From an optimization exercise on the open Yosys and OpenROAD flow, aimed at small area and a short achievable clock period; shortcuts taken in it are not production practice. Only simulation tests tie the RTL to the original design; equivalence was not proved.

==> run P <==
// mult64_top
module mult64_top(
    input              clk,
    input      [63:0]  a,
    input      [63:0]  b,
    output reg [127:0] prod
    );
==> flow/config.mk <==
export PLATFORM = sky130hd
export DESIGN_NAME = mult64_top
export DESIGN_NICKNAME = mult64_top
export VERILOG_FILES = /design/flow/design.v
export SDC_FILE = /design/flow/constraint.sdc
export NUM_CORES = 4
export LEC_CHECK = 0
export ABC_AREA = 1
export CAP_MARGIN = 20
export CORE_MARGIN = 2
export CORE_UTILIZATION = 50
export CTS_CLUSTER_DIAMETER = 40
export CTS_CLUSTER_SIZE = 10
export SLEW_MARGIN = 20
export SYNTH_HIERARCHICAL = 1
export TNS_END_PERCENT = 0
==> flow/constraint.sdc <==
create_clock -name core_clock -period 16.0 [get_ports {clk}]
set_input_delay 3.2000 -clock core_clock [delete_from_list [all_inputs] [get_ports {clk}]]
set_output_delay 3.2000 -clock core_clock [all_outputs]
set_load 0.01 [all_outputs]
standard.sh (not shown) runs the stock make flow with config.mk's settings and CLKGATE_MAP_FILE= SYNTH_SCRIPT=/design/flow/synth_recipe.tcl, a recipe that flattens the netlist after the stock synthesis.
==> flow/flow/run.sh <==
#!/bin/bash
set -euo pipefail
bash standard.sh SETUP_SLACK_MARGIN=6.2 "BUFFER_PORTS_ARGS=-buffer_cell sky130_fd_sc_hd__buf_2" finish > standard_flow.log 2>&1
==> inputs of run G, as changes to run P <==
==> flow/flow/run.sh (replaced) <==
#!/bin/bash
set -euo pipefail
bash standard.sh SETUP_SLACK_MARGIN=6.0 "BUFFER_PORTS_ARGS=-buffer_cell sky130_fd_sc_hd__buf_2" finish > standard_flow.log 2>&1
- CORE_UTILIZATION: 50 -> 40
- CTS_CLUSTER_DIAMETER: 40 -> unset
- CTS_CLUSTER_SIZE: 10 -> unset
==> notes.md <==
* Status: no timing/DRC/antenna violations
* TritonRoute pass-1 iters at 13
* Clock buf/inv share at 0.6688%
* Minimum clock period at 10.05 ns
* Iter 0 DRT Violations at 15.52k
the above is filed under run G

==> notes.md <==
* Status: no timing/DRC/antenna violations
* Drt total wl at 437,100 um
* Most frequent cells after synthesis: xor2_1 (2,117), o22ai_1 (2,016), fa_1 (1,967), nand2_1 (864), clkbuf_1 (855)
* Number of remaining DRC errors at 0
* Minimum clock period at 9.835 ns
* Iter 0 DRT Violations at 15.82k
* NonClk Buf Share at 6.965%
* Clock buf/inv share at 0.6147%
* TritonRoute pass-1 iters at 16
* Simple-Gate Fraction of Synth Area at 5.608%
* Vias at 86.50k
the above is filed under run P



==> inputs of run B <==
mult64_top again, from the RTL that the note above started with.
## mult64_top
module mult64_top(
    input              clk,
    input      [63:0]  a,
    input      [63:0]  b,
    output reg [127:0] prod
    );
    wire [127:0] sum;
    multiplier64x64 u_mult(.a(a), .b(b), .sum(sum));
    always @(posedge clk) begin
        prod <= sum;
    end
endmodule
==> flow/config.mk <==
export PLATFORM = sky130hd
export DESIGN_NAME = mult64_top
export DESIGN_NICKNAME = mult64_top
export VERILOG_FILES = /design/flow/design.v
export SDC_FILE = /design/flow/constraint.sdc
export NUM_CORES = 4
export LEC_CHECK = 0
export ABC_AREA = 1
export CAP_MARGIN = 20
export CORE_MARGIN = 2
export CORE_UTILIZATION = 50
export CTS_CLUSTER_DIAMETER = 40
export CTS_CLUSTER_SIZE = 10
export SLEW_MARGIN = 20
export SYNTH_HIERARCHICAL = 1
export TNS_END_PERCENT = 0
==> flow/constraint.sdc <==
create_clock -name core_clock -period 16.0 [get_ports {clk}]
set_input_delay 3.2000 -clock core_clock [delete_from_list [all_inputs] [get_ports {clk}]]
set_output_delay 3.2000 -clock core_clock [all_outputs]
set_load 0.01 [all_outputs]
==> flow/flow/run.sh <==
#!/bin/bash
set -euo pipefail
bash standard.sh SETUP_SLACK_MARGIN=6.0 "BUFFER_PORTS_ARGS=-buffer_cell sky130_fd_sc_hd__buf_2" finish > standard_flow.log 2>&1
==> run Y: changes against run B <==
==> flow/flow/run.sh (replaced) <==
#!/bin/bash
set -euo pipefail
bash standard.sh SETUP_SLACK_MARGIN=6.2 finish > standard_flow.log 2>&1
--- a/flow/config.mk
+++ b/flow/config.mk
@@ -8,9 +8,7 @@
 export ABC_AREA = 1
 export CAP_MARGIN = 20
 export CORE_MARGIN = 2
-export CORE_UTILIZATION = 50
-export CTS_CLUSTER_DIAMETER = 40
-export CTS_CLUSTER_SIZE = 10
+export CORE_UTILIZATION = 40
 export SLEW_MARGIN = 20
 export SYNTH_HIERARCHICAL = 1
 export TNS_END_PERCENT = 0
==> impl_metrics.ini <==
[floorplan]
dieArea_um2 = 181000
tapCellCount = 2340
fp-row-count = 154

[outcome]
status = no timing/DRC/antenna violations

[timing]
period_share = 0.629
layout_setup_ws_ps = 5940

[place]
place_area_um2 = 92100
routabilityCongestion = 1.06

[critical_path]
worst_path_max_delay_cell = fa_2
cp.required_ps = 16480

[finish]
fin_area_um2 = 95700
n_fill_cell = 15900
The numbers above come from run B.

==> impl_metrics.ini <==
[outcome]
status = no timing/DRC/antenna violations

[finish]
n_fill_cell = 21000

[place]
routabilityCongestion = 1.03

[floorplan]
dieArea_um2 = 226000
fp-row-count = 173

[critical_path]
cp.required_ps = 16440
worst_path_max_delay_cell = clkdlybuf4s50_1
The numbers above come from run Y.

-- re-timing with driven ports --
Ports are ideal in the flow. The routed layouts listed here were re-timed in OpenROAD. Step 1 (the two cells are an assumption about what drives the block):
set clk [get_ports {clk}]
set_driving_cell -lib_cell sky130_fd_sc_hd__clkbuf_16 $clk
set_driving_cell -lib_cell sky130_fd_sc_hd__buf_2 [delete_from_list [all_inputs] $clk]
Step 2 times the ports against the registers' clock, not the clock port: input delays grow and output delays shrink by t, the midpoint of the rising clock arrivals with the driver on. a / b / c = ideal / step 1 / step 2; a / b = the first two.
| run | t, ns | setup WS [ns] | slew at the worst register clock pin (ns) |
|---|---|---|---|
| run P | 0.690 | 6.165 / 6.034 / 5.344 | 0.11 / 0.11 |
| run G | 0.701 | 5.950 / 5.870 / 5.170 | 0.12 / 0.12 |
| run B | 0.690 | 5.941 / 5.952 / 5.262 | 0.11 / 0.11 |
| run Y | 0.712 | 5.877 / 5.801 / 5.088 | 0.11 / 0.11 |
After both steps setup and hold are still met in every run listed. For run P, which loses most, drivers alone change the setup slack by -0.131 ns; drivers and shift together by -0.821 ns.
